Background: an optimization exercise with open tools, aiming at small area, a short achievable clock period and few clock cycles. Do not read the settings as production practice.
Only simulation tests tie the RTL to the original design; equivalence was not proved.
Power figures rest on the tool's default switching activity, not on a simulated workload.

// RISC_V_Processor
module RISC_V_Processor(
    input clk, reset,
    output [63:0] Inst_address,
    input  [31:0] Inst_data,
    output [63:0] Mem_Addr,
    output [63:0] Mem_WriteData,
    output        Mem_Write,
    output        Mem_Read,
    input  [63:0] Mem_ReadData
);
Settings: LEC_CHECK=0, CAP_MARGIN=20, CORE_MARGIN=2, CORE_UTILIZATION=40, SETUP_SLACK_MARGIN=0.4, SLEW_MARGIN=20; clock period 12.5 ns.
standard.sh (not shown) runs the stock make flow with config.mk's settings and CLKGATE_MAP_FILE= SYNTH_SCRIPT=/design/flow/synth_recipe.tcl, a recipe that flattens the netlist after the stock synthesis.
==> flow/flow/run.sh <==
#!/bin/bash
# The standard ORFS flow (standard.sh), unchanged, with these settings:
#  - setup repair aims for a larger slack than the constraint needs
#    (SETUP_SLACK_MARGIN), so the achieved clock period is shorter;
#  - buf_2 as the port buffer cell;
#  - a denser core (CORE_UTILIZATION 60), for shorter wires;
#  - larger clock-tree sink clusters (fewer clock buffers);
#  - more antenna repair rounds after detailed routing, if needed.
# ORFS writes each step's full log under orfs/logs; make's output goes to
# standard.log here.
set -o pipefail
bash standard.sh SETUP_SLACK_MARGIN=8.6 CORE_UTILIZATION=60 \
  BUFFER_PORTS_ARGS="-buffer_cell sky130_fd_sc_hd__buf_2" \
  CTS_CLUSTER_SIZE=25 CTS_CLUSTER_DIAMETER=80 \
  MAX_REPAIR_ANTENNAS_ITER_DRT=8 \
  finish > standard.log 2>&1
The starting point finished clean.
Testbench counts at the start, summed over its fixed seeds: cycles 66,592.
Change:
--- a/flow/design.v
+++ b/flow/design.v
@@ -25,38 +25,38 @@
                     assign p[k+1][i] = p[k][i];
                 end
             end
         end
     endgenerate
     assign c  = p0 ^ {g[L][W-2:0], ci};
     assign co = g[L][W-1];
 endmodule
 module registerFile (
     input  [63:0] WriteData,
     input  [4:0]  rs1,
     input  [4:0]  rs2,
-    input  [31:1] sel1,        
-    input  [31:1] sel2,
-    input         dflt1,       
-    input         dflt2,
+    input  [31:0] dec1,        
+    input  [31:0] dec2,
     input  [31:1] we,          
     input  clk,
     input  reset,
     output [63:0] ReadData1,
-    output [63:0] ReadData2,
-    output [31:1] written
+    output [63:0] ReadData2
 );
     wire [63:0] regs [1:31];
     wire [31:1] w;
-    assign written = w;
+    wire [31:1] sel1 = dec1[31:1] & w;
+    wire [31:1] sel2 = dec2[31:1] & w;
+    wire        dflt1 = ~|sel1;
+    wire        dflt2 = ~|sel2;
     reg  [63:0] rd1, rd2;
     integer k;
     always @(*) begin
         rd1 = {59'd0, rs1 & {5{dflt1}}};
         rd2 = {59'd0, rs2 & {5{dflt2}}};
         for (k = 1; k < 32; k = k + 1) begin
             rd1 = rd1 | (regs[k] & {64{sel1[k]}});
             rd2 = rd2 | (regs[k] & {64{sel2[k]}});
         end
     end
     assign ReadData1 = rd1;
     assign ReadData2 = rd2;
@@ -86,26 +86,25 @@
     input  [31:0] Inst_data,
     output [63:0] Mem_Addr,
     output [63:0] Mem_WriteData,
     output        Mem_Write,
     output        Mem_Read,
     input  [63:0] Mem_ReadData
 );
     localparam OP_ADD = 2'd0, OP_SUB = 2'd1, OP_AND = 2'd2, OP_OR = 2'd3;
     reg [63:0] pc;
     reg        id_valid;
     reg        id_jumped;        
     reg [31:0] id_ir;
-    reg [31:1] id_sel1, id_sel2;  
-    reg        id_dflt1, id_dflt2;  
+    reg [31:0] id_dec1, id_dec2;  
     reg        id_mhit1, id_mhit2;  
     reg [13:0] id_tlo;           
     reg [50:0] id_pchi;          
     reg        ex_regwrite, ex_memread, ex_memwrite, ex_branch, ex_uncond;
     reg        ex_sub, ex_and, ex_or;
     reg [4:0]  ex_rd;
     reg [63:0] ex_a, ex_b, ex_s, ex_target;
     reg        ex_fwds_ld;
     reg        mem_regwrite, mem_memread, mem_memwrite;
     reg        mem_ldwb;         
     reg [31:1] mem_we;           
     reg [4:0]  mem_rd;
@@ -135,41 +134,31 @@
                       (fn == 4'b0111)  ? OP_AND :
                       (fn == 4'b0110)  ? OP_OR  : OP_ADD;
     wire [63:0] imm_i = {{52{id_ir[31]}}, id_ir[31:20]};
     wire [63:0] imm_s = {{52{id_ir[31]}}, id_ir[31:25], id_ir[11:7]};
     wire        t_carry = id_tlo[13];
     wire        t_sign  = id_ir[31];
     wire [50:0] t_hi    = id_pchi + {{50{t_sign & ~t_carry}}, t_sign ^ t_carry};
     wire [63:0] id_target = {t_hi, id_tlo[12:0]};
     wire        id_cross = id_jumped & (t_sign ^ t_carry);
     wire stall     = id_valid & ex_memread &
                      ((uses1 & (ex_rd == rs1)) | (uses2 & (ex_rd == rs2)));
     wire [63:0] rf1, rf2;
-    wire [31:1] rf_written;
-    wire [4:0]  n_rs1  = stall ? rs1 : Inst_data[19:15];
-    wire [4:0]  n_rs2  = stall ? rs2 : Inst_data[24:20];
-    wire [31:0] n_dec1 = 32'd1 << n_rs1;
-    wire [31:0] n_dec2 = 32'd1 << n_rs2;
-    wire [31:1] n_sel1 = n_dec1[31:1] & (rf_written | mem_we);
-    wire [31:1] n_sel2 = n_dec2[31:1] & (rf_written | mem_we);
     wire [63:0] mem_wd = mem_ldwb ? Mem_ReadData : mem_alu;
     registerFile rFile(
             .WriteData(mem_wd),
             .rs1(rs1),
             .rs2(rs2),
-            .sel1(id_sel1),
-            .sel2(id_sel2),
-            .dflt1(id_dflt1),
-            .dflt2(id_dflt2),
-            .written(rf_written),
+            .dec1(id_dec1),
+            .dec2(id_dec2),
             .we(mem_we),
             .clk(clk),
             .reset(reset),
             .ReadData1(rf1), .ReadData2(rf2)
         );
     wire mem_hit1 = id_mhit1;
     wire mem_hit2 = id_mhit2;
     wire [63:0] rv1_nl = mem_hit1 ? mem_alu : rf1;
     wire [63:0] rv2_nl = mem_hit2 ? mem_alu : rf2;
     wire ld1 = mem_hit1 & mem_ldwb;
     wire ld2 = mem_hit2 & mem_ldwb;
     wire [63:0] rv1   = ld1 ? Mem_ReadData : rv1_nl;
@@ -229,32 +218,30 @@
                 ex_branch   <= is_br & (~br_same | id_cross);
             end
             mem_regwrite <= ex_regwrite;
             mem_memread  <= ex_memread;
             mem_memwrite <= ex_memwrite;
             mem_ldwb     <= ex_memread & ex_regwrite;
             mem_we       <= ex_regwrite ? ex_wdec[31:1] : 31'd0;
         end
     end
     always @(posedge clk) begin
         if (!stall) begin
             id_ir     <= Inst_data;
+            id_dec1   <= 32'd1 << Inst_data[19:15];
+            id_dec2   <= 32'd1 << Inst_data[24:20];
             id_tlo    <= f_lo;
             id_pchi   <= pc[63:13];
             id_jumped <= f_unc;
         end
-        id_sel1   <= n_sel1;
-        id_sel2   <= n_sel2;
-        id_dflt1  <= ~|n_sel1;
-        id_dflt2  <= ~|n_sel2;
         id_mhit1  <= ex_regwrite & (ex_rd == (stall ? rs1 : Inst_data[19:15]));
         id_mhit2  <= ex_regwrite & (ex_rd == (stall ? rs2 : Inst_data[24:20]));
         ex_sub    <= (d_op == OP_SUB);
         ex_and    <= (d_op == OP_AND);
         ex_or     <= (d_op == OP_OR);
         ex_rd     <= rd;
         ex_a      <= fwd1 ? result : rv1;
         ex_b      <= (fwd2 & b_reg) ? result : b_val;
         ex_s      <= fwd2 ? result : rv2;
         ex_target <= id_target;
         ex_uncond <= br_same;
         ex_fwds_ld <= ex_regwrite & ex_memread & (ex_rd == rs2);
What happened: The new run produced a clean layout. Core utilization goes up by 0.41 points. Worst setup slack improves by 0.056 ns. Register-to-register slack improves by 0.06 ns. Total power goes up by a little under a tenth. Wire length goes down slightly. Global-route usage goes down by 0.15 points. Die area stays flat. Maximum frequency goes up slightly. Sequential power stays flat. Count of clock-buffer cells in the layout goes down by 17. First-iteration DRC count goes down by a few percent.
Testbench counts after the change, summed over its fixed seeds: cycles 66,592.

-- static timing again, ports no longer ideal --
The flow's constraints put no driver on any port. The routed layouts listed below were extracted and timed again, unchanged, in two steps.
Step 1 assumes that a clkbuf_16 drives the clock port and a buf_2 every other input.
Step 2 adds t to the input delays and takes it off the output delays; t is the mean of the earliest and latest rising clock arrival at the registers after step 1. Input paths then give back, and output paths get back, about the clock's delay inside the block.
a / b / c = ideal / step 1 / step 2; a / b = the first two.
| run | shift t [ns] | setup WS [ns] | worst setup path at the end | clock arrival spread, ns | slew at the worst register clock pin (ns) |
|---|---|---|---|---|---|
| the first run | 0.964 | 8.304 / 8.304 / 7.651 | input to register | 0.053 / 0.053 | 0.11 / 0.11 |
| the second run | 0.958 | 8.360 / 8.360 / 7.767 | input to register | 0.058 / 0.059 | 0.11 / 0.11 |
After both steps setup and hold are still met in every run listed. For the first run, which loses most, drivers alone change the setup slack by 0.000 ns; drivers and shift together by -0.653 ns.
